From an optimization exercise on the open Yosys and OpenROAD flow, aimed at small area and a short achievable clock period; shortcuts taken in it are not production practice.
Function was checked by simulation only, so behaviour that the tests miss may differ from the original.

## flow/design.v (module list and top-level ports; edited modules follow where they fit)
// module next_rcv_seq_counter: 13 lines
// module ack_nak_lat_timer: 38 lines
// module lcrc_lo: 749 lines
// module lcrc_hs: 256 lines
// module lcrc_fin: 159 lines
// module CRC_CHK: 20 lines
// module DLL_RX_TOP: 139 lines
module DLL_RX_TOP (
    input  wire         clk,
    input  wire         rst,
    input  wire         DL_Down,
    input  wire [127:0] I_DLL,
    input  wire         In_vld,
    input  wire [5:0]   In_len,
    input  wire         In_end,
    input  wire         In_type,
    input  wire         initiate_ack,
    input  wire         initiate_nak,
    output wire [127:0] Data_o,
    output wire         Data_vld,
    output wire         Data_end,
    output wire [5:0]   Data_len,
    output wire [11:0]  req_seq_num,
    output wire         schedule_ack,
    output wire         NAK_SCHEDULED,
    output wire         CRC_CHK_vld_dllp,
    output wire         ack_nak_time_out
);
  // ...
==> flow/flow/run.sh <==
#!/bin/bash
# The standard ORFS layout (standard.sh), with these changes:
#  - synthesis is synth_recipe.tcl with ABC's mapping script replaced by an
#    area-oriented one (flow/synth.tcl, flow/abc_area.script);
#  - ports are buffered with sky130_fd_sc_hd__buf_1 instead of the resizer's
#    default choice (a delay cell);
#  - repair_timing aims for 22 ns of setup slack, so it speeds up the
#    combinational DLLP check from the I_DLL ports to CRC_CHK_vld_dllp.
# ORFS writes each step's log under orfs/logs; make's output goes to standard.log.
set -o pipefail
export FLOW_DIR=$PWD/flow
export FLOW_SYNTH_TCL=$PWD/synth_recipe.tcl
bash standard.sh SYNTH_SCRIPT=$PWD/flow/synth.tcl \
  BUFFER_PORTS_ARGS="-buffer_cell sky130_fd_sc_hd__buf_1" \
  finish > standard.log 2>&1
==> flow/flow/abc_area.script <==
&get -n
&st
&dch
&nf -R 1000
&put
==> flow/flow/synth.tcl <==
# The standard flow's synthesis script (synth_recipe.tcl, unchanged), with ABC's mapping
# script replaced: abc maps with flow/abc_area.script, and, when set, the
# modules listed in ABC_SPEED_MODULES with ORFS's own abc_speed.script.
proc abc {args} {
  set i [lsearch -exact $args -script]
  set speed $args
  lset args [expr {$i + 1}] $::env(FLOW_DIR)/abc_area.script
  if {[info exists ::env(ABC_SPEED_MODULES)] && $::env(ABC_SPEED_MODULES) ne ""} {
    foreach m $::env(ABC_SPEED_MODULES) { yosys abc {*}$speed $m }
  }
  yosys abc {*}$args
}
source $::env(FLOW_SYNTH_TCL)
==> flow/standard.sh <==
#!/bin/bash
# synth_recipe.tcl (not shown) runs the flow's synth.tcl, then flattens the netlist and writes it again
# the make line also repeats each setting of config.mk as NAME=value (left out here)
make -C /OpenROAD-flow-scripts/flow DESIGN_CONFIG=/design/flow/config.mk WORK_HOME=/design/flow/orfs CLKGATE_MAP_FILE= SYNTH_SCRIPT=/design/flow/synth_recipe.tcl "${@:-finish}"
==> flow/config.mk <==
export PLATFORM = sky130hd
export DESIGN_NAME = DLL_RX_TOP
export DESIGN_NICKNAME = DLL_RX_TOP
export VERILOG_FILES = /design/flow/design.v
export SDC_FILE = /design/flow/constraint.sdc
export NUM_CORES = 4
export LEC_CHECK = 0
export CAP_MARGIN = 20
export CORE_MARGIN = 2
export CORE_UTILIZATION = 40
export CTS_BUF_LIST = sky130_fd_sc_hd__clkbuf_8
export CTS_CLUSTER_DIAMETER = 100
export CTS_CLUSTER_SIZE = 14
export SLEW_MARGIN = 20
==> flow/constraint.sdc <==
create_clock -name core_clock -period 40.0 [get_ports {clk}]
set_input_delay 8.0000 -clock core_clock [delete_from_list [all_inputs] [get_ports {clk}]]
set_output_delay 8.0000 -clock core_clock [all_outputs]
set_load 0.01 [all_outputs]
==> flow_summary.ini, run 1 <==
[setup_path]
worst-path-buf-inv = 2
r2r_start = R[24]
r2r_cells = 18

[final_layout]
drive_above_1_share = 0.0509
nets = 3507
fillers = 8329
n_all_buffers = 385
final_common_cell = xnor2_1
multi_input_area_sq_mm = 0.0166
area_share_nonclk_buffers = 0.0452

[global_routing]
grtUsageMet3 = 0.0346
antenna_found_initial = 3
use_met2 = 0.391
grt_util_all_layers = 0.245

[cts]
cts_buffer_depth = 3
cts_setup_buffers = 0
cts_num_sinks = 658
clockRootBuffer = clkbuf_8

[drt]
highest_layer = met5
drc = 0
firstDrtPassIters = 9
first_iter_violations = 2892
wl_met2_um = 52500
post_drt_wl_per_cell_um = 25.2

[timing]
relSlewSlack = 0.238
fin_crit_ns = 18.86
layout_setup_ws_ns = 21.14
tns_ns = 0

[yosys]
synth-compound-area-share = 0.0688
syn_area_per_cell_sq_um = 12.3
synth_xor_area_frac = 0.318
synth_ff_type = edfxtp_1
synth_top_family_by_area = XOR/XNOR gates
synth_fp_nets = 3065

[run_status]
status = finished clean

[die]
die_h_um = 302
tapcell.inserted = 1165

[hold_path]
hold_start = dlen[5]
hp-class = flip-flop to flip-flop
==> run 2, diff against run 1 <==
--- a/flow/flow/run.sh
+++ b/flow/flow/run.sh
@@ -6,3 +6,3 @@
 #    default choice (a delay cell);
-#  - repair_timing aims for 22 ns of setup slack, so it speeds up the
+#  - repair_timing aims for 23 ns of setup slack, so it speeds up the
 #    combinational DLLP check from the I_DLL ports to CRC_CHK_vld_dllp.
@@ -14,2 +14,2 @@
   BUFFER_PORTS_ARGS="-buffer_cell sky130_fd_sc_hd__buf_1" \
-  finish > standard.log 2>&1
+  SETUP_SLACK_MARGIN=23 finish > standard.log 2>&1
==> run 2 against run 1 <==
Largest cell class unchanged. Non-clock buffer count is 4 higher. Utilization rose by 0.30 points. Register-to-register slack gained 0.11 ns. Die area unchanged. Fmax increased by 4.9%. Critical endpoint unchanged. Critical path type unchanged. Count of clock-buffer cells in the layout fell by 2.
==> flow_summary.ini, run 2 <==
[cts]
cts_tree = done
cts_buffer_depth = 3
clockRootBuffer = clkbuf_8
cts_buffers = 54
h-tree-depth = 2
clk_pin_slew_ns = 0.10
cts_num_sinks = 658
ctsHoldBuffers = 0
clk_latency_ns = 0.77

[drt]
ant_nets = 0
avgViaCountPerCell = 5.35
wl_um = 115000
vias = 24300
drc = 0
first_iter_violations = 2850
post_drt_wl_per_cell_um = 25.2
firstDrtPassIters = 9

[yosys]
synth_ff_type = edfxtp_1
synthTopCellsByArea = edfxtp_1, xnor2_1, xor2_1, dfrtp_1, a222oi_1
yosysWarningCount = 3
syn_area_sq_mm = 0.0356
synth_fp_nets = 3065
synth_edf_count = 542
ys_types = 41
synth.most_common_cell = xnor2_1
synth_top_area_frac = 0.458
async_reset_ff_frac = 0.112
syn_area_per_cell_sq_um = 12.3
synth_top_cell_by_area = edfxtp_1
ys_ff_latch = 658
yosys-top-cells-count = xnor2_1, edfxtp_1, xor2_1
synth_cells = 2902
ys_seq_area_frac = 0.534

[setup_path]
arrival_ns = 9.97
r2r_start = R[26]
crit_chain = buf_1 -> buf_4 -> xnor2_4 -> xnor2_1 -> o22ai_1 -> a211oi_1 -> and3_1 -> nand3_1 -> a2111oi_4 -> buf_4
worst-path-stages = 10
worst-path-buf-inv = 3
crit_type = primary input to output pin
r2r_slack_ns = 33.27
end_kind = output pin
path_common_cell = buf_4
r2r_cells = 18
critPathMaxFanout = 11
cpLargestDelayFamily = XOR/XNOR gates
max_stage_delay_ns = 0.40
critPathSlowestCell = xnor2_4
startpoint_type = primary input
cp.required_ns = 32.00
r2r_end = crc_ok

[timing]
fin_crit_sh = 0.449
tns_ns = 0
slew_viol_final = 0
fin_crit_ns = 17.97
rsz0062_at_grt = yes
layout_setup_ws_ns = 22.03
setup_violations = 0
hold_violations = 0
worst_pin_slew_ns = 1.16
relSlewSlack = 0.222
fmax_ghz = 0.0556
finClkSkew_ns = 0.0834
hold_ws_ns = 0.458

[die]
die-area_sq_mm = 0.0913
num_rows = 109
start_util = 0.403
ios = 294
die_width_um = 302
core_sq_mm = 0.0882
die_h_um = 302

[global_routing]
antenna_found_initial = 3
grt_util_all_layers = 0.247
grt_busiest_layer = met2
met1_usage = 0.347
grt_pass1_wl_um = 164000
use_met2 = 0.396
overflow = 0
first_global_vias = 23600
grt_max_degree = 119
grtUsageMet3 = 0.0379

[final_layout]
final_cell_mix = xnor2_1, edfxtp_1, xor2_1
drive_above_1_share = 0.0580
final_common_cell = xnor2_1
ff_latch_area_sq_mm = 0.0190
fin_area_sq_mm = 0.0401
multi_input_area_sq_mm = 0.0167
fin_util = 0.455
nets = 3510
area_growth_pct = 12.8
fillers = 8177

[run_status]
status = finished clean

[hold_path]
hold_depth = 2
hold_start = dlen[5]
whs_endpoint = dlen[5]
hp-class = flip-flop to flip-flop

[job]
cap_violations = 0

[place]
dp_slack_ns = 21.40
gp_congestion = 0.997
dpl-instance-area_sq_mm = 0.0389
hpwl_um = 81500
io_buffers = 292
-- run 2: cell counts after synthesis --
Identical to the previous run, type by type.
-- run 2: per-layer routing --
metal / up-vias / share of wire
met1: 12000 / 0.43
li1: 11100 / -
met2: 996 / 0.46
met4: 0 / 0.031
met3: 186 / 0.076
met5: - / 0
-- run 2: stage by stage --
stage | cells
final | 4549
after floorplan | 2902
after global routing | 4548
after detailed placement | 4451
after CTS | 4546
after global placement | 4451
-- run 2: cell type report --
cell class                      instances  share of cell area
Sequential cell                       658               0.473
Antenna cell                            2            0.000125
Tap cell                             1165              0.0363
Inverter                               21             0.00196
Clock buffer                           56              0.0192
Multi-Input combinational cell       2223               0.416
Timing Repair Buffer                  389              0.0493
Clock inverter                         35             0.00405
-- run 2: kinds of logic after synthesis --
family | Yosys count | share of synthesized area
compound gates | 334 | 0.0688
simple gates | 573 | 0.0675
buf+inv | 21 | 0.00222
flops | 658 | 0.534
fa+ha+maj | 21 | 0.00739
xor+xnor | 1287 | 0.318
mux | 8 | 0.00232
-- run 2: worst register-to-register path: stages, from the launching register on --
cell,delay [ns]
dfxtp_1,0.33
xnor2_1,0.48
xnor2_1,0.39
xnor2_1,0.78
xor2_1,0.29
xnor2_1,0.34
xnor2_1,0.14
xnor2_1,0.31
a21oi_1,0.13
xor2_1,0.69
xnor2_1,0.30
xnor2_1,0.25
xnor2_1,0.45
xnor2_1,0.23
xnor2_1,0.19
xor2_1,0.16
nor4_1,0.35
nand4_1,0.14
nor3_1,0.48
-- run 2: how the worst max path moves through the flow --
stage	start	to	slack, ns
after detailed placement	I_DLL[108]	CRC_CHK_vld_dllp	21.40
after CTS	I_DLL[121]	CRC_CHK_vld_dllp	22.04
final	I_DLL[86]	CRC_CHK_vld_dllp	22.03
after floorplan	In_type	H0[0]	19.89
after global routing	I_DLL[103]	CRC_CHK_vld_dllp	21.92
after global placement	I_DLL[108]	CRC_CHK_vld_dllp	21.41
-- run 2: repair_timing --
action | CTS | global route
setup buffers | 4 | 0
endpoints found under the setup margin | 1 | 1
resized for setup | 69 | 0
cloned | 0 | 0
pin swaps | 4 | 0
==> run 3, diff against run 2 <==
==> flow/flow/abc_area.script (replaced) <==
&get -n
&st
&synch2
&nf -R 1000
&put
--- a/flow/config.mk
+++ b/flow/config.mk
@@ -7,3 +7,3 @@
 export LEC_CHECK = 0
-export CAP_MARGIN = 20
+export CAP_MARGIN = 0
 export CORE_MARGIN = 2
@@ -13,2 +13,2 @@
 export CTS_CLUSTER_SIZE = 14
-export SLEW_MARGIN = 20
+export SLEW_MARGIN = 0
==> run 3 against run 2 <==
Still clean on timing, DRC and antenna. Fmax is 0.69% lower. Critical path depth stayed put. Via count is 0.73% lower. Design area hardly changed. Global-route usage increased by 0.91 points. Utilization increased by 0.083 points. Clock skew decreased by 0.054 ns. Synthesized cell count decreased by 0.24%. Flip-flop and latch count unchanged. Count of clock-buffer cells in the layout rose by 1. Register-to-register slack gained 0.16 ns. Highest routed layer is now met5.
==> flow_summary.ini, run 3 <==
[run_status]
status = finished clean

[yosys]
ys_seq_area_frac = 0.536
synth_top_area_frac = 0.460
syn_area_sq_mm = 0.0354
ys_ff_latch = 658
synth_cells = 2895
synth_fp_nets = 3058
synth_ff_type = edfxtp_1
yosys-top-cells-count = xnor2_1, edfxtp_1, nand2_1
async_reset_ff_frac = 0.112
yosysWarningCount = 3
syn_area_per_cell_sq_um = 12.2
synth_edf_count = 542
synthTopCellsByArea = edfxtp_1, xnor2_1, xor2_1, dfrtp_1, nand2_1
synth_top_cell_by_area = edfxtp_1
synth.most_common_cell = xnor2_1
ys_types = 40

[cts]
h-tree-depth = 2
cts_num_sinks = 658
cts_buffer_depth = 3
clk_latency_ns = 0.71
ctsHoldBuffers = 0
clockRootBuffer = clkbuf_8
clk_pin_slew_ns = 0.09
cts_tree = done
cts_buffers = 54

[drt]
drc = 0
post_drt_wl_per_cell_um = 25.9
ant_nets = 0
first_iter_violations = 2714
vias = 24200
firstDrtPassIters = 8
wl_um = 118000
avgViaCountPerCell = 5.31

[global_routing]
grt_pass1_wl_um = 168000
grt_max_degree = 71
overflow = 0
antenna_found_initial = 6
grt_util_all_layers = 0.256
first_global_vias = 23600

[final_layout]
final_cell_mix = xnor2_1, edfxtp_1, nand2_1
final_common_cell = xnor2_1
nets = 3512
multi_input_area_sq_mm = 0.0167
ff_latch_area_sq_mm = 0.0190
drive_above_1_share = 0.0656
fillers = 8301
area_growth_pct = 13.3

[hold_path]
hp-class = flip-flop to flip-flop

[setup_path]
arrival_ns = 10.10
r2r_slack_ns = 33.43
crit_type = primary input to output pin
end_kind = output pin
cp.required_ns = 32.00
critPathMaxFanout = 11
startpoint_type = primary input

[timing]
rsz0062_at_grt = yes
setup_violations = 0
layout_setup_ws_ns = 21.90
tns_ns = 0
worst_pin_slew_ns = 1.15
fin_crit_ns = 18.10
finClkSkew_ns = 0.0297
slew_viol_final = 0
fin_crit_sh = 0.452
relSlewSlack = 0.227
hold_violations = 0
fmax_ghz = 0.0553

[place]
hpwl_um = 85100
io_buffers = 292
gp_congestion = 1.01
dp_slack_ns = 21.35

[die]
die_width_um = 302
core_sq_mm = 0.0881
num_rows = 109
die_h_um = 302
ios = 294
start_util = 0.402
die-area_sq_mm = 0.0909

[job]
cap_violations = 0
run 3: cell count changes after synthesis, sizes merged, moves of 16 or more:
cell,delta
a22oi,+16
nor2,-43
xnor2,+85
o21ai,+56
a221o,-16
nand2,+67
a21oi,-67
xor2,-89
run 3: area by class of cell:
type,instances,area share
inverter,22,0.00206
timing repair buffer,398,0.0486
clock buffer,57,0.0195
multi-input combinational,2215,0.417
antenna,2,0.000125
clock inverter,34,0.00383
tap,1165,0.0363
sequential,658,0.473
run 3: final timing paths:
kind                       cells after the start                endpoint  startpoint
min reg2reg                                    2                  SC[31]      SC[31]
max in group asynchronous                      2                  SC[13]         rst
max                                           10        CRC_CHK_vld_dllp   I_DLL[81]
min                                            2                  SC[31]      SC[31]
max reg2reg                                   18                  crc_ok       R[26]
min in group asynchronous                      1  latency_timer.timer[5]         rst
run 3: worst max-delay path: stages:
cell	delay [ns]
buf_1	0.07
buf_4	0.22
xnor2_2	0.30
xnor2_1	0.19
xnor2_1	0.17
xnor2_1	0.10
nor4_1	0.27
nand4_1	0.22
a2111oi_4	0.34
buf_1	0.20
run 3: metrics by stage:
step                cells   util  instance area [sq um]  hold slack, ns
global placement     4456  0.442                  39000           0.458
CTS                  4549  0.455                  40100           0.488
finish               4551  0.456                  40100           0.483
detailed placement   4456  0.442                  39000           0.466
global route         4550  0.455                  40100           0.511
floorplan            2895      -                  35500           0.443
run 3: timing repair:
item                       in CTS  in global routing
setup endpoints to repair       1                  1
pin swaps                       2                  0
resized for setup              49                  3
setup buffers                   2                  0
run 3: routing by layer:
layer,track usage,vias to the layer above,part of all wire
met1,0.352,12000,0.43
met5,0,-,0.00034
met3,0.0367,192,0.068
met4,0.0869,6,0.036
li1,-,11100,-
met2,0.416,903,0.47
run 3: cells by family after synthesis:
| family | count (synthesis) | synth area share |
|---|---|---|
| buffers and inverters | 22 | 0.00233 |
| AND/OR/NAND/NOR | 587 | 0.0686 |
| adder cells (fa/ha/maj) | 21 | 0.00742 |
| flip-flops | 658 | 0.536 |
| multiplexers | 6 | 0.00173 |
| XOR/XNOR | 1284 | 0.319 |
| AO/OA/AOI/OAI | 317 | 0.0651 |
==> run 4, diff against run 3 <==
--- a/flow/flow/run.sh
+++ b/flow/flow/run.sh
@@ -6,3 +6,3 @@
 #    default choice (a delay cell);
-#  - repair_timing aims for 23 ns of setup slack, so it speeds up the
+#  - repair_timing aims for 24 ns of setup slack, so it speeds up the
 #    combinational DLLP check from the I_DLL ports to CRC_CHK_vld_dllp.
@@ -14,2 +14,2 @@
   BUFFER_PORTS_ARGS="-buffer_cell sky130_fd_sc_hd__buf_1" \
-  SETUP_SLACK_MARGIN=23 finish > standard.log 2>&1
+  SETUP_SLACK_MARGIN=24 finish > standard.log 2>&1
==> flow/flow/abc_area.script (replaced) <==
&get -n
&st
&dch
&nf -R 1000
&put
--- a/flow/config.mk
+++ b/flow/config.mk
@@ -7,3 +7,3 @@
 export LEC_CHECK = 0
-export CAP_MARGIN = 0
+export CAP_MARGIN = 20
 export CORE_MARGIN = 2
@@ -13,2 +13,2 @@
 export CTS_CLUSTER_SIZE = 14
-export SLEW_MARGIN = 0
+export SLEW_MARGIN = 20
==> run 4 against run 3 <==
Global-route usage decreased by 0.62 points. Fmax increased by 0.76%. Final cell count increased by 0.40%.
==> flow_summary.ini, run 4 <==
[yosys]
synth_fp_nets = 3065
synthTopCellsByArea = edfxtp_1, xnor2_1, xor2_1, dfrtp_1, a222oi_1
synth_top_area_frac = 0.458
ys_types = 41
synth.most_common_cell = xnor2_1
yosysWarningCount = 3
syn_area_per_cell_sq_um = 12.3
yosys-top-cells-count = xnor2_1, edfxtp_1, xor2_1
ys_seq_area_frac = 0.534
synth_edf_count = 542
syn_area_sq_mm = 0.0356
synth_ff_type = edfxtp_1
ys_ff_latch = 658
synth_cells = 2902
synth_top_cell_by_area = edfxtp_1
async_reset_ff_frac = 0.112

[global_routing]
overflow = 0
grt_max_degree = 119
first_global_vias = 23400
antenna_found_initial = 3
grt_pass1_wl_um = 165000
grt_util_all_layers = 0.250

[drt]
avgViaCountPerCell = 5.32
highest_layer = met4
post_drt_wl_per_cell_um = 25.4
wl_met1_um = 50300
wl_met2_um = 53000
vias = 24300
first_iter_violations = 3064
firstDrtPassIters = 8
ant_nets = 0
met3WireLength_um = 9030
drc = 0
wl_um = 116000

[timing]
hold_violations = 0
slew_viol_final = 0
worst_pin_slew_ns = 1.17
rsz0062_at_grt = yes
fin_crit_ns = 17.96
fin_crit_sh = 0.449
fmax_ghz = 0.0557
setup_violations = 0
layout_setup_ws_ns = 22.04
finClkSkew_ns = 0.0694
hold_ws_ns = 0.458
relSlewSlack = 0.211
tns_ns = 0

[die]
core_sq_mm = 0.0882
start_util = 0.403
die_h_um = 302
num_rows = 109
ios = 294
die-area_sq_mm = 0.0913
die_width_um = 302

[job]
cap_violations = 0

[setup_path]
arrival_ns = 9.96
critPathMaxFanout = 11
r2r_start = R[25]
cp.required_ns = 32.00
startpoint_type = primary input
cp-startpoint = I_DLL[120]
end_kind = output pin
crit_type = primary input to output pin

[cts]
ctsHoldBuffers = 0
cts_buffer_depth = 3
cts_num_sinks = 658
h-tree-depth = 2
cts_tree = done
clk_pin_slew_ns = 0.10
clk_latency_ns = 0.74
clockRootBuffer = clkbuf_8
cts_buffers = 56

[final_layout]
nets = 3529
multi_input_area_sq_mm = 0.0167
ff_latch_area_sq_mm = 0.0190
drive_above_1_share = 0.0667
area_growth_pct = 13.6
fillers = 8233
final_common_cell = xnor2_1
final_cell_mix = xnor2_1, edfxtp_1, xor2_1

[place]
dp_slack_ns = 21.44
gp_congestion = 1.01
hpwl_um = 81900
io_buffers = 292

[hold_path]
hold_start = dlen[5]
hp-class = flip-flop to flip-flop

[run_status]
status = finished clean
-- run 4: cell types whose count changed after synthesis, moves of 43 or more --
cell     change
xor2_1      +89
nor2_1      +43
xnor2_1     -85
nand2_1     -67
a21oi_1     +67
o21ai_0     -56
-- run 4: per-stage QoR --
stage	instances	util	cell area, sq um
global placement	4450	0.441	38900
CTS	4564	0.457	40300
finish	4569	0.458	40400
detailed placement	4450	0.441	38900
global route	4568	0.458	40400
floorplan	2902	-	35600
-- run 4: worst paths after layout --
check                           cells after the start  slack (ns)          endpoint
max in group asynchronous                           2       31.62            SC[29]
worst max register to register                     18       33.14            crc_ok
worst max-delay path                               11       22.04  CRC_CHK_vld_dllp
worst min register to register                      2        0.46           dlen[5]
min in group asynchronous                           1        7.24          req_r[8]
worst min-delay path                                2        0.46           dlen[5]
-- run 4: worst max-delay path: stages --
cell       delay, ns
buf_1           0.08
buf_6           0.20
xor2_1          0.19
xnor2_1         0.10
xnor2_1         0.31
nor2_1          0.09
a211oi_1        0.22
and3_1          0.18
nand3_1         0.10
a2111oi_4       0.28
buf_4           0.20
-- run 4: cell families (layout without fill, tap and decap cells) --
| logic type | after synthesis | in the layout | synth area share |
|---|---|---|---|
| other | 0 | 3 | 0 |
| muxes | 8 | 8 | 0.00232 |
| adders and majority gates | 21 | 21 | 0.00739 |
| xor gates and xnor gates | 1287 | 1287 | 0.318 |
| and+or+nand+nor | 573 | 573 | 0.0675 |
| DFF | 658 | 658 | 0.534 |
| AOI/OAI and AO/OA | 334 | 334 | 0.0688 |
| buffers and inverters | 21 | 520 | 0.00222 |
-- run 4: routing by layer --
metal	vias up	track usage
met3	198	0.0361
li1	11200	-
met5	-	0
met1	11900	0.354
met2	1042	0.394
met4	0	0.0826
-- run 4: repair_timing --
action	4_1_cts	5_1_grt
endpoints found under the setup margin	2	2
gates cloned	0	0
buffers inserted	21	2
gates resized for setup	76	10
pin swaps	3	3
-- run 4: layout make-up --
cell class,count,area share
Antenna cell,3,0.000186
Timing Repair Buffer,406,0.0536
Sequential cell,658,0.470
Clock inverter,36,0.00477
Tap cell,1165,0.0361
Multi-Input combinational cell,2223,0.414
Clock buffer,57,0.0194
Inverter,21,0.00195
==> run 5, diff against run 4 <==
--- a/flow/flow/run.sh
+++ b/flow/flow/run.sh
@@ -6,3 +6,3 @@
 #    default choice (a delay cell);
-#  - repair_timing aims for 24 ns of setup slack, so it speeds up the
+#  - repair_timing aims for 22 ns of setup slack, so it speeds up the
 #    combinational DLLP check from the I_DLL ports to CRC_CHK_vld_dllp.
@@ -14,2 +14,2 @@
   BUFFER_PORTS_ARGS="-buffer_cell sky130_fd_sc_hd__buf_1" \
-  SETUP_SLACK_MARGIN=24 finish > standard.log 2>&1
+  SETUP_SLACK_MARGIN=22 finish > standard.log 2>&1
==> run 5 against run 4 <==
Setup slack worse by 0.030 ns. Utilization is 0.15 points higher. Hold slack worse by 0.0030 ns.
==> flow_summary.ini, run 5 <==
[die]
die-area_sq_mm = 0.0913
die_h_um = 302
num_rows = 109
ios = 294
start_util = 0.403
core_sq_mm = 0.0882
die_width_um = 302

[yosys]
synth_top_cell_by_area = edfxtp_1
yosysWarningCount = 3
ys_types = 41
yosys-top-cells-count = xnor2_1, edfxtp_1, xor2_1
synth_edf_count = 542
ys_seq_area_frac = 0.534
syn_area_per_cell_sq_um = 12.3
async_reset_ff_frac = 0.112
synth_cells = 2902
ys_ff_latch = 658
synth_fp_nets = 3065
synth.most_common_cell = xnor2_1
synth_top_area_frac = 0.458
synth_ff_type = edfxtp_1
synthTopCellsByArea = edfxtp_1, xnor2_1, xor2_1, dfrtp_1, a222oi_1
syn_area_sq_mm = 0.0356

[timing]
relSlewSlack = 0.289
layout_setup_ws_ns = 22.01
finClkSkew_ns = 0.0847
fin_crit_sh = 0.450
setup_violations = 0
slew_viol_final = 0
tns_ns = 0
hold_violations = 0
fmax_ghz = 0.0556
rsz0062_at_grt = yes
fin_crit_ns = 17.99
worst_pin_slew_ns = 1.06

[global_routing]
first_global_vias = 23300
overflow = 0
grt_pass1_wl_um = 163000
grt_max_degree = 69
antenna_found_initial = 2
grt_util_all_layers = 0.245

[cts]
cts_num_sinks = 658
clk_latency_ns = 0.75
ctsHoldBuffers = 0
cts_tree = done
cts_buffer_depth = 3
h-tree-depth = 2
cts_buffers = 55
clk_pin_slew_ns = 0.10
clockRootBuffer = clkbuf_8

[final_layout]
nets = 3539
fillers = 8287
fin_util = 0.459
area_growth_pct = 13.9
final_cell_mix = xnor2_1, edfxtp_1, xor2_1
final_common_cell = xnor2_1
drive_above_1_share = 0.0701
final_cells = 4576

[place]
io_buffers = 292
hpwl_um = 82100
gp_congestion = 1.01
dp_slack_ns = 21.21
place_inst = 4451

[drt]
vias = 24500
drc = 0
post_drt_wl_per_cell_um = 25.2
wl_um = 116000
avgViaCountPerCell = 5.35
ant_nets = 0
first_iter_violations = 3156
firstDrtPassIters = 8

[setup_path]
r2r_cells = 18
critPathMaxFanout = 11
end_kind = output pin
crit_type = primary input to output pin
r2r_slack_ns = 33.18
arrival_ns = 9.99
startpoint_type = primary input
cp.required_ns = 32.00
cp-startpoint = I_DLL[108]
r2r_start = R[24]

[hold_path]
hold_depth = 2
hold_start = dlen[5]
hp-class = flip-flop to flip-flop

[run_status]
status = finished clean

[job]
cap_violations = 0
==> run 5: cell count changes in the layout (fill, tap and decap cells not counted), moves of 3 or more <==
cell,delta
buf_4,+9
xnor2_1,-3
xnor2_2,+3
xor2_1,-4
==> run 5: what timing repair did <==
item,4_1_cts,5_1_grt
resized for setup,56,47
cloned,0,1
pin swaps,2,10
endpoints found under the setup margin,1,1
hold endpoints to repair,0,0
setup buffers,0,31
==> run 5: final timing paths <==
check / to
setup / recovery: CRC_CHK_vld_dllp
hold / removal: dlen[5]
hold reg to reg: dlen[5]
max in group asynchronous: SC[17]
min in group asynchronous: req_r[10]
setup reg to reg: crc_ok
==> run 5: kinds of logic after synthesis <==
group / count (synthesis) / share of synthesized area
buf+inv: 21 / 0.00222
flops: 658 / 0.534
xor+xnor: 1287 / 0.318
compound gates: 334 / 0.0688
mux: 8 / 0.00232
fa+ha+maj: 21 / 0.00739
simple gates: 573 / 0.0675
==> run 5: area by class of cell <==
cell class | instances | area (sq um) | share of cell area
flip-flops and latches | 658 | 19000 | 0.468
multi-input cells | 2223 | 16800 | 0.414
repair buffers | 417 | 2260 | 0.0558
well taps | 1165 | 1460 | 0.0360
clock buffers | 58 | 798 | 0.0197
clock inverters | 33 | 166 | 0.00411
inverters | 21 | 78.8 | 0.00195
diodes | 1 | 2.50 | 0.0000618
==> run 5: critical path, cell delays in order <==
cell and delay [ns]:
buf_2 0.35, xnor2_2 0.16, xnor2_1 0.22, xnor2_1 0.17, xnor2_1 0.11, nor4_2 0.36
nand3_1 0.18, a2111oi_4 0.24, buf_4 0.20
==> run 5: per-stage QoR <==
step / hold WS (ns) / area, sq um
final: 0.455 / 40500
after global routing: 0.478 / 40500
after CTS: 0.457 / 40000
after detailed placement: 0.443 / 38900
after global placement: 0.441 / 38900
after floorplan: 0.443 / 35600
==> run 5: routing by layer <==
layer,global-route usage,part of all wire,vias up
li1,-,-,11200
met1,0.352,0.44,12100
met2,0.392,0.46,1053
met3,0.0322,0.079,155
met4,0.0640,0.024,2
met5,0,0.00011,-
==> run 6, diff against run 5 <==
--- a/flow/flow/run.sh
+++ b/flow/flow/run.sh
@@ -6,3 +6,3 @@
 #    default choice (a delay cell);
-#  - repair_timing aims for 22 ns of setup slack, so it speeds up the
+#  - repair_timing aims for 23 ns of setup slack, so it speeds up the
 #    combinational DLLP check from the I_DLL ports to CRC_CHK_vld_dllp.
@@ -14,2 +14,2 @@
   BUFFER_PORTS_ARGS="-buffer_cell sky130_fd_sc_hd__buf_1" \
-  SETUP_SLACK_MARGIN=22 finish > standard.log 2>&1
+  SETUP_SLACK_MARGIN=23 finish > standard.log 2>&1
==> flow/flow/abc_area.script (replaced) <==
&get -n
&st
&synch2
&nf -R 1000
&put
--- a/flow/config.mk
+++ b/flow/config.mk
@@ -10,5 +10,5 @@
 export CORE_UTILIZATION = 40
-export CTS_BUF_LIST = sky130_fd_sc_hd__clkbuf_8
-export CTS_CLUSTER_DIAMETER = 100
-export CTS_CLUSTER_SIZE = 14
+export CTS_BUF_LIST = sky130_fd_sc_hd__clkbuf_4
+export CTS_CLUSTER_DIAMETER = 60
+export CTS_CLUSTER_SIZE = 8
 export SLEW_MARGIN = 20
==> run 6 against run 5 <==
Still clean on timing, DRC and antenna. Register-to-register slack improved by 0.28 ns. Synthesized cell count fell by 0.24%. Utilization fell by 0.060 points.
==> flow_summary.ini, run 6 <==
[yosys]
ys_ff_latch = 658
synth_edf_count = 542
ys_types = 40
synth_ff_type = edfxtp_1
synth.most_common_cell = xnor2_1
yosys-top-cells-count = xnor2_1, edfxtp_1, nand2_1
synthTopCellsByArea = edfxtp_1, xnor2_1, xor2_1, dfrtp_1, nand2_1
syn_area_sq_mm = 0.0354
syn_area_per_cell_sq_um = 12.2
synth_fp_nets = 3058
synth_cells = 2895
ys_seq_area_frac = 0.536
async_reset_ff_frac = 0.112
synth_top_cell_by_area = edfxtp_1
synth_top_area_frac = 0.460
yosysWarningCount = 3

[global_routing]
grt_max_degree = 71
first_global_vias = 24000
overflow = 0
grt_pass1_wl_um = 169000
grt_util_all_layers = 0.258
antenna_found_initial = 8

[cts]
cts_tree = done
clockRootBuffer = clkbuf_4
clk_pin_slew_ns = 0.09
clk_latency_ns = 0.98
cts_num_sinks = 658
cts_buffer_depth = 3
ctsHoldBuffers = 0
cts_buffers = 98
h-tree-depth = 3

[setup_path]
end_kind = output pin
r2r_slack_ns = 33.46
startpoint_type = primary input
worst-path-buf-inv = 3
crit_chain = buf_1 -> buf_4 -> xnor2_2 -> xnor2_1 -> xnor2_1 -> xnor2_1 -> nor4_1 -> nand4_1 -> a2111oi_4 -> buf_1
cp.required_ns = 32.00
max_stage_delay_ns = 0.36
path_common_cell = xnor2_1
arrival_ns = 10.12
critPathMaxFanout = 11
cpLargestDelayFamily = XOR/XNOR gates
critPathSlowestCell = a2111oi_4
crit_type = primary input to output pin

[drt]
wl_um = 118000
avgViaCountPerCell = 5.27
post_drt_wl_per_cell_um = 25.6
firstDrtPassIters = 9
drc = 0
ant_nets = 0
vias = 24300
first_iter_violations = 2551

[die]
die-area_sq_mm = 0.0909
core_sq_mm = 0.0881
start_util = 0.402
die_h_um = 302
ios = 294
die_width_um = 302
num_rows = 109

[hold_path]
hp-class = flip-flop to flip-flop

[place]
place_inst = 4457
hpwl_um = 84800
dpl-instance-area_sq_mm = 0.0390
dp_slack_ns = 21.33
gp_congestion = 1.01
io_buffers = 292

[final_layout]
nets = 3557
area_growth_pct = 14.1
final_cell_mix = xnor2_1, edfxtp_1, nand2_1
fin_util = 0.459
fillers = 8372
final_common_cell = xnor2_1
final_cells = 4610
multi_input_area_sq_mm = 0.0167
drive_above_1_share = 0.0883
ff_latch_area_sq_mm = 0.0190
fin_area_sq_mm = 0.0404

[job]
cap_violations = 0

[timing]
tns_ns = 0
layout_setup_ws_ns = 21.88
fmax_ghz = 0.0552
rsz0062_at_grt = yes
finClkSkew_ns = 0.0936
setup_violations = 0
worst_pin_slew_ns = 1.07
slew_viol_final = 0
relSlewSlack = 0.281
hold_ws_ns = 0.485
fin_crit_sh = 0.453
hold_violations = 0
fin_crit_ns = 18.12

[run_status]
status = finished clean
[run 6: cell count changes after synthesis, sizes merged, moves of 6 or more]
cell    delta
a22oi     +16
a21oi     -67
and3      -12
xor2      -89
nor3      -10
nand4      +8
o21ai     +56
a221o     -16
nand2     +67
nand2b     +9
xnor2     +85
nor2      -43
a211oi     -6
[run 6: repair_timing]
| action | CTS | global route |
|---|---|---|
| pin swaps | 2 | 0 |
| setup endpoints to repair | 1 | 1 |
| resized for setup | 48 | 3 |
| buffers inserted | 2 | 0 |
[run 6: layer usage]
layer,share of wire,track usage
met1,0.42,0.351
met2,0.47,0.415
met3,0.072,0.0430
met4,0.039,0.0969
met5,0.00047,0
[run 6: kinds of logic (layout without fill, tap and decap cells)]
group	Yosys count	in the layout	synth area share
compound gates	317	317	0.0651
fa+ha+maj	21	21	0.00742
flops	658	658	0.536
xor+xnor	1284	1284	0.319
other cells	0	2	0
mux	6	6	0.00173
simple gates	587	587	0.0686
buf+inv	22	570	0.00233
[run 6: final timing paths]
kind                       startpoint                      to  cells past startpoint
max in group asynchronous         rst                  SC[26]                      2
min reg2reg                    SC[13]                  SC[13]                      2
max                         I_DLL[81]        CRC_CHK_vld_dllp                     10
max reg2reg                     R[26]                  crc_ok                     18
min in group asynchronous         rst  latency_timer.timer[8]                      1
min                            SC[13]                  SC[13]                      2
[run 6: cell type report]
class | instances | share of cell area
clock inverter | 18 | 0.00523
antenna | 2 | 0.000124
tap | 1165 | 0.0361
clock buffer | 131 | 0.0243
multi-input combinational | 2215 | 0.414
timing repair buffer | 399 | 0.0486
inverter | 22 | 0.00204
sequential | 658 | 0.470
[run 6: worst register-to-register path: stages, from the launching register on]
cell,delay (ns)
dfxtp_1,0.33
xor2_1,0.60
xor2_1,0.68
xor2_1,0.56
xor2_1,0.46
xor2_1,0.29
xnor2_1,0.19
xnor2_1,0.17
xnor2_1,0.17
xnor2_1,0.09
o21ai_0,0.72
xor2_1,0.36
xor2_1,0.48
xnor2_1,0.16
nor4_1,0.30
a41oi_1,0.07
nor3_1,0.24
o2111ai_1,0.16
nor4_1,0.31
==> run 7, diff against run 6 <==
==> flow/flow/run.sh (replaced) <==
#!/bin/bash
# The standard ORFS layout (standard.sh, with the standard flow's own synthesis), with
# these changes:
#  - after synthesis, flow/netlist_edit.py splits each xor3/xnor3 cell into two
#    2-input cells and sets upsized combinational cells back to size 1 (same
#    netlist structure and registers; the layout's repair steps resize);
#  - ports are buffered with sky130_fd_sc_hd__buf_1 instead of the resizer's
#    default choice (a delay cell);
#  - after global routing, repair_timing -recover_power 100 downsizes
#    gates off the critical path;
#  - repair_timing aims for 22 ns of setup slack, so it speeds up the
#    combinational DLLP check from the I_DLL ports to CRC_CHK_vld_dllp.
# ORFS writes each step's log under orfs/logs; make's output goes to
# synth.log and standard.log, the netlist edit's to netlist_edit.log.
set -eo pipefail
ARGS=(BUFFER_PORTS_ARGS="-buffer_cell sky130_fd_sc_hd__buf_1" SETUP_SLACK_MARGIN=22 RECOVER_POWER=100)
RES=$PWD/orfs/results/$FLOW_PLATFORM/DLL_RX_TOP/base
bash standard.sh "${ARGS[@]}" synth > synth.log 2>&1
cp $RES/1_2_yosys.v $RES/1_2_yosys.orig.v
python3 flow/netlist_edit.py $RES/1_2_yosys.v \
  $FLOW_HOME/platforms/$FLOW_PLATFORM/lib/sky130_fd_sc_hd__tt_025C_1v80.lib > netlist_edit.log 2>&1
rm -f $RES/1_synth.odb $RES/1_synth.sdc
bash standard.sh "${ARGS[@]}" finish > standard.log 2>&1
==> flow/flow/netlist_edit.py (new file) <==
#!/usr/bin/env python3
"""Cell-level clean-up of the synthesized netlist (1_2_yosys.v), keeping its
structure and every register as synthesis made it:
  - each 3-input XOR/XNOR cell becomes two 2-input cells (xor3/xnor3 are
    larger than two xor2/xnor2);
  - combinational cells that synthesis upsized are set back to drive
    strength 1 (the layout's repair_design / repair_timing size them again
    where timing or slew needs it).
usage: netlist_edit.py NETLIST LIBERTY   (rewrites NETLIST in place)"""
import re, sys

path, lib = sys.argv[1], sys.argv[2]
text = open(path).read()
cells = set(re.findall(r'cell\s*\(\s*"?(sky130_fd_sc_hd__\w+)"?\s*\)', open(lib).read()))

inst_re = re.compile(r'^(\s*)(sky130_fd_sc_hd__\w+)\s+(\S+)\s*\((.*?)\);', re.S | re.M)
keep_prefix = ('df', 'edf', 'sdf', 'sedf', 'dl', 'clk', 'buf', 'conb', 'tap', 'fill', 'decap',
               'diode', 'lpflow', 'probe', 'inv', 'bufinv')
counts = {'split': 0, 'down': 0}
new_wires = []

def sub(m):
    ind, typ, name, body = m.groups()
    base = typ[len('sky130_fd_sc_hd__'):]
    fn, _, size = base.rpartition('_')
    # keep each connection verbatim: an escaped name needs its trailing space
    pins = dict(re.findall(r'\.(\w+)\(([^()]*)\)', body))
    if fn in ('xor3', 'xnor3'):
        counts['split'] += 1
        w = f"_nled_{counts['split']}_"
        new_wires.append(w)
        first = 'xnor2' if fn == 'xnor3' else 'xor2'
        fo = 'Y' if first == 'xnor2' else 'X'
        return (f"{ind}sky130_fd_sc_hd__{first}_1 {name}_a (\n{ind}  .A({pins['A']}),\n{ind}  .B({pins['B']}),\n"
                f"{ind}  .{fo}({w})\n{ind});\n"
                f"{ind}sky130_fd_sc_hd__xor2_1 {name}_b (\n{ind}  .A({w}),\n{ind}  .B({pins['C']}),\n"
                f"{ind}  .X({pins['X']})\n{ind});")
    if size not in ('0', '1') and not fn.startswith(keep_prefix) and f"sky130_fd_sc_hd__{fn}_1" in cells:
        counts['down'] += 1
        return f"{ind}sky130_fd_sc_hd__{fn}_1 {name} ({body});"
    return m.group(0)

text = inst_re.sub(sub, text)
if new_wires:
    # declare the new nets right after the module header
    decl = "".join(f"  wire {w};\n" for w in new_wires)
    text = re.sub(r'(module\s+DLL_RX_TOP\s*\(.*?\);\n)', lambda m: m.group(1) + decl, text, count=1, flags=re.S)
open(path, 'w').write(text)
print(f"netlist_edit: split {counts['split']} xor3/xnor3 cells, downsized {counts['down']} cells")
--- a/flow/config.mk
+++ b/flow/config.mk
@@ -10,5 +10,5 @@
 export CORE_UTILIZATION = 40
-export CTS_BUF_LIST = sky130_fd_sc_hd__clkbuf_4
-export CTS_CLUSTER_DIAMETER = 60
-export CTS_CLUSTER_SIZE = 8
+export CTS_BUF_LIST = sky130_fd_sc_hd__clkbuf_8
+export CTS_CLUSTER_DIAMETER = 100
+export CTS_CLUSTER_SIZE = 14
 export SLEW_MARGIN = 20
removed: flow/flow/abc_area.script
removed: flow/flow/synth.tcl
==> run 7 against run 6 <==
Now fails the layout checks on capacitance limit, slew limit. Flip-flop and latch count unchanged. Critical path depth up 1. Register-to-register slack worse by 2.2 ns. Count of clock-buffer cells in the layout down 74. Critical path type unchanged. Critical endpoint unchanged.
==> flow_summary.ini, run 7 <==
[run_status]
status = finished with violations
so_faults = capacitance limit, slew limit

[die]
num_rows = 113
die_h_um = 314
core_sq_mm = 0.0950
die-area_sq_mm = 0.0984
ios = 294
start_util = 0.404
die_width_um = 314

[yosys]
syn_area_sq_mm = 0.0384
synth_fp_nets = 3468
synth_cells = 3305
syn_area_per_cell_sq_um = 11.6
yosysWarningCount = 3

[setup_path]
end_kind = output pin
r2r_cells = 7
cp.required_ns = 32.00
critPathSlowestCell = clkbuf_1
crit_type = primary input to output pin
max_stage_delay_ns = 1.04
crit_chain = buf_1 -> clkbuf_1 -> xnor2_1 -> xnor2_2 -> xnor2_1 -> xnor2_1 -> a22oi_1 -> nand4_1 -> nand4b_1 -> a2111oi_0 -> buf_4
cpLargestDelayFamily = buffers and inverters
worst-path-buf-inv = 3
startpoint_type = primary input
path_common_cell = xnor2_1
critPathMaxFanout = 12
arrival_ns = 11.54
worst-path-stages = 11

[cts]
cts_buffers = 55
clk_pin_slew_ns = 0.09
cts_buffer_depth = 3
h-tree-depth = 2
ctsHoldBuffers = 0
cts_num_sinks = 658
clockRootBuffer = clkbuf_8
clk_latency_ns = 0.79
cts_tree = done

[hold_path]
hold_depth = 2
hp-class = flip-flop to flip-flop

[drt]
wl_um = 124000
post_drt_wl_per_cell_um = 25.1
highest_layer = met4
avgViaCountPerCell = 5.23
ant_nets = 0
wl_met2_um = 57200
first_iter_violations = 2450
drc = 0
met3WireLength_um = 9200
vias = 25800
wl_met1_um = 53900
firstDrtPassIters = 5

[place]
dpl-instance-area_sq_mm = 0.0414
place_inst = 4821
hpwl_um = 90600
io_buffers = 292
dp_slack_ns = 21.09
gp_congestion = 0.992

[timing]
layout_setup_ws_ns = 20.46
fin_crit_ns = 19.54
rsz0062_at_grt = yes
tns_ns = 0
setup_violations = 0
hold_violations = 0
hold_ws_ns = 0.458
relSlewSlack = -1.70
slew_viol_final = 712
fin_crit_sh = 0.489
finClkSkew_ns = 0.0918
worst_pin_slew_ns = 4.06
fmax_ghz = 0.0512

[global_routing]
grt_pass1_wl_um = 177000
antenna_found_initial = 2
first_global_vias = 25200
grt_max_degree = 68
grt_util_all_layers = 0.247
overflow = 0

[final_layout]
fin_util = 0.446
final_cell_mix = xnor2_1, edfxtp_1, xor2_1
fin_area_sq_mm = 0.0423
final_cells = 4930
drive_above_1_share = 0.0404
area_growth_pct = 10.4
final_common_cell = xnor2_1
nets = 3796

[job]
cap_violations = 14
-- run 7: final cells by class --
cell class              count  area, sq um
diodes                      5         12.5
clock buffers              57          785
clock inverters            27          154
fillers                  9169        52700
inverters                  26         97.6
multi-input cells        2448        18900
flip-flops and latches    658        19000
well taps                1265         1580
repair buffers            444         1880
-- run 7: worst register-to-register path, cell delays in order (launching register included) --
cell and delay [ns]:
dfrtp_1 0.50, nor2_1 0.21, nand2_1 0.11, nor2_2 0.10, clkbuf_1 1.06, and2_0 0.80
clkbuf_1 2.69, clkbuf_1 2.67
-- run 7: path summary, 6_finish.rpt --
kind / startpoint / to / slack, ns
hold reg to reg: dlen[1] / dlen[1] / 0.46
setup / recovery: I_DLL[109] / CRC_CHK_vld_dllp / 20.46
hold / removal: dlen[1] / dlen[1] / 0.46
min in group asynchronous: rst / nrs_counter.next_rcv_seq[7] / 7.59
max in group asynchronous: rst / SC[7] / 28.80
setup reg to reg: st[1] / C1[61] / 31.27
-- run 7: routing by layer --
metal / vias to the layer above / GRT usage
met5: - / 0
met4: 0 / 0.0727
met3: 177 / 0.0348
met1: 12800 / 0.348
li1: 11800 / -
met2: 999 / 0.396
-- run 7: timing repair --
item                       CTS  global route
gates cloned                 0             1
pin swaps                    2             9
buffers inserted             3            15
gates resized for setup     21            51
setup endpoints to repair    1             1
==> run 8, diff against run 7 <==
--- a/flow/flow/run.sh
+++ b/flow/flow/run.sh
@@ -8,4 +8,2 @@
 #    default choice (a delay cell);
-#  - after global routing, repair_timing -recover_power 100 downsizes
-#    gates off the critical path;
 #  - repair_timing aims for 22 ns of setup slack, so it speeds up the
@@ -15,3 +13,3 @@
 set -eo pipefail
-ARGS=(BUFFER_PORTS_ARGS="-buffer_cell sky130_fd_sc_hd__buf_1" SETUP_SLACK_MARGIN=22 RECOVER_POWER=100)
+ARGS=(BUFFER_PORTS_ARGS="-buffer_cell sky130_fd_sc_hd__buf_1" SETUP_SLACK_MARGIN=22)
 RES=$PWD/orfs/results/$FLOW_PLATFORM/DLL_RX_TOP/base
==> run 8 against run 7 <==
Critical path type unchanged. Flip-flop and latch count is the same. Register-to-register slack better by 2.4 ns. Now clean on timing, DRC and antenna. Synthesized area unchanged. Largest cell class unchanged. Count of clock-buffer cells in the layout unchanged. Utilization is 0.59 points higher. First-iteration DRC count shrank 0.29%. Design area is 1.3% higher. Critical path depth is 1 higher. Critical endpoint unchanged. Wire length fell by 0.25%.
==> flow_summary.ini, run 8 <==
[place]
io_buffers = 292
hpwl_um = 90600
gp_congestion = 0.992

[die]
num_rows = 113
start_util = 0.404
core_sq_mm = 0.0950
die-area_sq_mm = 0.0984
ios = 294
die_width_um = 314
die_h_um = 314

[setup_path]
critPathSlowestCell = a2111oi_4
r2r_cells = 16
arrival_ns = 10.22
worst-path-stages = 12
cp.required_ns = 32.00
worst-path-buf-inv = 4
critPathMaxFanout = 5
cpLargestDelayFamily = XOR/XNOR gates
end_kind = output pin
max_stage_delay_ns = 0.41
startpoint_type = primary input
crit_chain = buf_8 -> buf_12 -> xor2_4 -> xor2_1 -> xor2_1 -> buf_4 -> xnor2_2 -> nor3b_2 -> nand4_1 -> nand4b_1 -> a2111oi_4 -> buf_4
crit_type = primary input to output pin

[timing]
worst_pin_slew_ns = 1.19
fin_crit_ns = 18.22
finClkSkew_ns = 0.0977
slew_viol_final = 0
tns_ns = 0
fmax_ghz = 0.0549
setup_violations = 0
rsz0062_at_grt = yes
fin_crit_sh = 0.455
hold_violations = 0
relSlewSlack = 0.206

[yosys]
synth_fp_nets = 3468
syn_area_sq_mm = 0.0384
yosysWarningCount = 3
syn_area_per_cell_sq_um = 11.6
synth_cells = 3305

[drt]
wl_um = 124000
ant_nets = 0
drc = 0
post_drt_wl_per_cell_um = 25.1
vias = 25600
firstDrtPassIters = 5
avgViaCountPerCell = 5.20
first_iter_violations = 2443

[global_routing]
first_global_vias = 25200
antenna_found_initial = 3
grt_util_all_layers = 0.247
grt_pass1_wl_um = 177000
overflow = 0
grt_max_degree = 68

[cts]
cts_buffer_depth = 3
cts_num_sinks = 658
h-tree-depth = 2
cts_buffers = 55
clk_latency_ns = 0.79
cts_tree = done
clockRootBuffer = clkbuf_8
clk_pin_slew_ns = 0.09
ctsHoldBuffers = 0

[run_status]
status = finished clean

[job]
cap_violations = 0

[final_layout]
drive_above_1_share = 0.0719
fillers = 9041
multi_input_area_sq_mm = 0.0189
area_growth_pct = 11.9
ff_latch_area_sq_mm = 0.0190
final_cell_mix = xnor2_1, edfxtp_1, xor2_1
nets = 3796
final_common_cell = xnor2_1

[hold_path]
hold_depth = 2
hp-class = flip-flop to flip-flop
[run 8: metal layers]
layer	global-route usage	share of wire
met5	0	0
met4	0.0727	0.029
met3	0.0348	0.069
met2	0.396	0.46
met1	0.348	0.44
[run 8: tightest hold or removal path: stages, from the launching register on]
cell,delay [ns]
dfxtp_1,0.33
nand2_1,0.04
o21ai_0,0.05
[run 8: what timing repair did]
item	in CTS	in global routing
buffers inserted	3	15
pin swaps	2	9
gates cloned	0	1
endpoints found under the setup margin	1	1
gates resized for setup	21	51
[run 8: per-stage QoR]
stage	cells	utilization	hold WS (ns)	setup slack, ns	instance area [sq um]
finish	4931	0.452	0.458	21.78	42900
global route	4930	0.452	0.498	21.71	42900
CTS	4908	0.447	0.466	21.84	42500
detailed placement	4821	0.435	0.443	21.09	41400
global placement	4821	0.435	0.438	21.13	41400
floorplan	3305	-	0.439	22.05	38400
[run 8: worst paths after layout]
kind | from | endpoint | slack [ns]
max | I_DLL[80] | CRC_CHK_vld_dllp | 21.78
min | dlen[1] | dlen[1] | 0.46
max reg2reg | R[25] | crc_ok | 33.65
min reg2reg | dlen[1] | dlen[1] | 0.46
max in group asynchronous | rst | SC[7] | 31.69
min in group asynchronous | rst | nrs_counter.next_rcv_seq[7] | 7.16
[run 8: area by class of cell]
cell class | count | area share
tap | 1265 | 0.0369
timing repair buffer | 444 | 0.0555
antenna | 6 | 0.000350
sequential | 658 | 0.442
clock buffer | 57 | 0.0183
multi-input combinational | 2448 | 0.441
inverter | 26 | 0.00227
clock inverter | 27 | 0.00359
==> run 9, diff against run 8 <==
--- a/flow/flow/run.sh
+++ b/flow/flow/run.sh
@@ -1,4 +1,7 @@
 #!/bin/bash
-# The standard ORFS layout (standard.sh, with the standard flow's own synthesis), with
-# these changes:
+# The standard ORFS layout (standard.sh), with these changes:
+#  - synthesis (hierarchical, SYNTH_HIERARCHICAL 1 in config.mk, then
+#    flattened by synth_recipe.tcl) maps the CRC XOR-network modules with the
+#    standard ABC script and the rest with an area-oriented one
+#    (flow/synth.tcl, flow/abc_area.script);
 #  - after synthesis, flow/netlist_edit.py splits each xor3/xnor3 cell into two
@@ -13,3 +16,6 @@
 set -eo pipefail
-ARGS=(BUFFER_PORTS_ARGS="-buffer_cell sky130_fd_sc_hd__buf_1" SETUP_SLACK_MARGIN=22)
+export FLOW_DIR=$PWD/flow
+export FLOW_SYNTH_TCL=$PWD/synth_recipe.tcl
+export ABC_SPEED_MODULES="lcrc_lo lcrc_hs lcrc_fin CRC_CHK"
+ARGS=(SYNTH_SCRIPT=$PWD/flow/synth.tcl BUFFER_PORTS_ARGS="-buffer_cell sky130_fd_sc_hd__buf_1" SETUP_SLACK_MARGIN=22)
 RES=$PWD/orfs/results/$FLOW_PLATFORM/DLL_RX_TOP/base
==> flow/flow/abc_area.script (new file) <==
&get -n
&st
&dch
&nf -R 1000
&put
==> flow/flow/synth.tcl (new file) <==
# The standard flow's synthesis script (synth_recipe.tcl, unchanged) with one change to the
# ABC mapping: the modules listed in ABC_SPEED_MODULES (the XOR networks of
# the CRC checks) are mapped with the standard script, as in the standard flow's own
# synthesis, and everything else with flow/abc_area.script (area-oriented).
# Registers are mapped before ABC and are not affected.
proc abc {args} {
  set i [lsearch -exact $args -script]
  set speed $args
  lset args [expr {$i + 1}] $::env(FLOW_DIR)/abc_area.script
  if {[info exists ::env(ABC_SPEED_MODULES)] && $::env(ABC_SPEED_MODULES) ne ""} {
    foreach m $::env(ABC_SPEED_MODULES) { yosys abc {*}$speed $m }
  }
  yosys abc {*}$args
}
source $::env(FLOW_SYNTH_TCL)
--- a/flow/config.mk
+++ b/flow/config.mk
@@ -14 +14,2 @@
 export SLEW_MARGIN = 20
+export SYNTH_HIERARCHICAL = 1
==> run 9 against run 8 <==
Still clean on timing, DRC and antenna. Count of clock-buffer cells in the layout decreased by 1. Hold slack improved by 0.00057 ns. Critical path type unchanged. Highest routed layer unchanged.
==> flow_summary.ini, run 9 <==
[run_status]
status = finished clean

[cts]
clk_latency_ns = 0.77
ctsHoldBuffers = 0
h-tree-depth = 2
cts_buffer_depth = 3
cts_num_sinks = 658
clk_pin_slew_ns = 0.10
cts_tree = done
cts_buffers = 55
clockRootBuffer = clkbuf_8

[setup_path]
critPathMaxFanout = 4
crit_type = primary input to output pin
critPathSlowestCell = nor4_4
max_stage_delay_ns = 0.49
crit_chain = buf_6 -> buf_12 -> xnor2_4 -> xnor2_2 -> xnor2_2 -> xor2_1 -> nor4_1 -> nand4_1 -> nor4_4 -> nand2_1 -> nor2_1 -> buf_2
end_kind = output pin
arrival_ns = 10.24
startpoint_type = primary input
worst-path-buf-inv = 3
cp.required_ns = 32.00
cpLargestDelayFamily = simple AND/OR/NAND/NOR gates
path_common_cell = xnor2_2

[timing]
hold_violations = 0
tns_ns = 0
setup_violations = 0
hold_ws_ns = 0.459
fmax_ghz = 0.0548
fin_crit_ns = 18.24
rsz0062_at_grt = yes
worst_pin_slew_ns = 1.23
layout_setup_ws_ns = 21.76
fin_crit_sh = 0.456
slew_viol_final = 0
finClkSkew_ns = 0.0746
relSlewSlack = 0.177

[drt]
avgViaCountPerCell = 5.32
wl_um = 116000
ant_nets = 0
drc = 0
firstDrtPassIters = 7
vias = 24600
first_iter_violations = 2902
post_drt_wl_per_cell_um = 25.1

[final_layout]
area_growth_pct = 12.1
multi_input_area_sq_mm = 0.0174
fillers = 8522
final_cells = 4614
fin_area_sq_mm = 0.0415
final_cell_mix = xnor2_1, edfxtp_1, xor2_1
drive_above_1_share = 0.0811
final_common_cell = xnor2_1
fin_util = 0.453
ff_latch_area_sq_mm = 0.0190
nets = 3554

[global_routing]
grt_util_all_layers = 0.239
met1_usage = 0.333
grt_max_degree = 119
grt_pass1_wl_um = 164000
first_global_vias = 23600
antenna_found_initial = 3
overflow = 0
use_met2 = 0.385
grt_busiest_layer = met2
grtUsageMet3 = 0.0326

[die]
die-area_sq_mm = 0.0950
core_sq_mm = 0.0917
ios = 294
die_width_um = 308
num_rows = 111
start_util = 0.404
die_h_um = 308

[place]
dpl-instance-area_sq_mm = 0.0395
hpwl_um = 81000
place_inst = 4475
io_buffers = 292
dp_slack_ns = 20.88
gp_congestion = 0.971

[yosys]
synth_cells = 3056
synth_fp_nets = 3219
syn_area_per_cell_sq_um = 12.1
syn_area_sq_mm = 0.0370
yosysWarningCount = 9

[hold_path]
hp-class = flip-flop to flip-flop

[job]
cap_violations = 0
-- run 9: worst paths after layout --
kind,start,to,slack (ns),cells after the start
min in group asynchronous,rst,req_r[7],7.17,1
max in group asynchronous,rst,SC[6],31.68,2
min,dlen[3],dlen[3],0.46,2
max,I_DLL[81],CRC_CHK_vld_dllp,21.76,12
min reg2reg,dlen[3],dlen[3],0.46,2
max reg2reg,R[24],crc_ok,33.75,17
-- run 9: worst min-delay path, stage by stage, from the launching register on --
cell and delay (ns):
dfxtp_1 0.34, nand2_1 0.04, o21ai_0 0.05
-- run 9: final cells by class --
cell class | count | area share
Sequential cell | 658 | 0.457
Multi-Input combinational cell | 2213 | 0.420
Timing Repair Buffer | 441 | 0.0616
Tap cell | 1186 | 0.0358
Clock buffer | 56 | 0.0186
Clock inverter | 36 | 0.00488
Inverter | 22 | 0.00199
Antenna cell | 2 | 0.000121
-- run 9: timing repair --
| action | CTS | global route |
|---|---|---|
| gates resized for setup | 102 | 30 |
| setup endpoints to repair | 1 | 1 |
| buffers inserted | 27 | 18 |
| cloned | 0 | 0 |
| pin swaps | 15 | 22 |
-- run 9: metal layers --
| layer | part of all wire | routed length, um |
|---|---|---|
| met1 | 0.43 | 49900 |
| met4 | 0.030 | 3440 |
| met3 | 0.076 | 8820 |
| met5 | 0 | 0 |
| met2 | 0.46 | 53700 |

port drivers added, routing unchanged:
In the flow no input, the clock included, has a driving cell. The finished layouts below were timed again as built, in two steps.
Step 1 sets driving cells, clkbuf_16 on the clock port and buf_2 on the other inputs (assumed; they add their load-dependent delay and slew).
Step 2, shift: input delay + t, output delay - t, t = (earliest + latest rising clock arrival at the registers) / 2. This alone moves slack from input paths to output paths.
a / b / c = ideal ports / drivers / drivers and shift; a / b = the first two.
| run | t, ns | setup slack, ns | slew at the worst register clock pin (ns) | worst data-port slew with drivers (ns) |
|---|---|---|---|---|
| run 1 | 0.775 | 21.142 / 21.110 / 21.110 | 0.10 / 0.10 | 0.11 |
| run 2 | 0.787 | 22.027 / 21.974 / 21.974 | 0.11 / 0.11 | 0.09 |
| run 3 | 0.760 | 21.901 / 21.863 / 21.863 | 0.11 / 0.11 | 0.10 |
| run 4 | 0.775 | 22.037 / 21.983 / 21.983 | 0.10 / 0.10 | 0.08 |
| run 5 | 0.770 | 22.007 / 21.965 / 21.965 | 0.10 / 0.10 | 0.11 |
| run 6 | 0.996 | 21.880 / 21.846 / 21.846 | 0.12 / 0.12 | 0.09 |
| run 7 | 0.809 | 20.460 / 20.432 / 20.432 | 0.11 / 0.11 | 0.08 |
| run 8 | 0.809 | 21.784 / 21.744 / 21.744 | 0.11 / 0.11 | 0.07 |
| run 9 | 0.799 | 21.756 / 21.723 / 21.723 | 0.11 / 0.11 | 0.10 |
For run 4, which loses most, drivers alone change the setup slack by -0.054 ns; drivers and shift together by -0.054 ns.
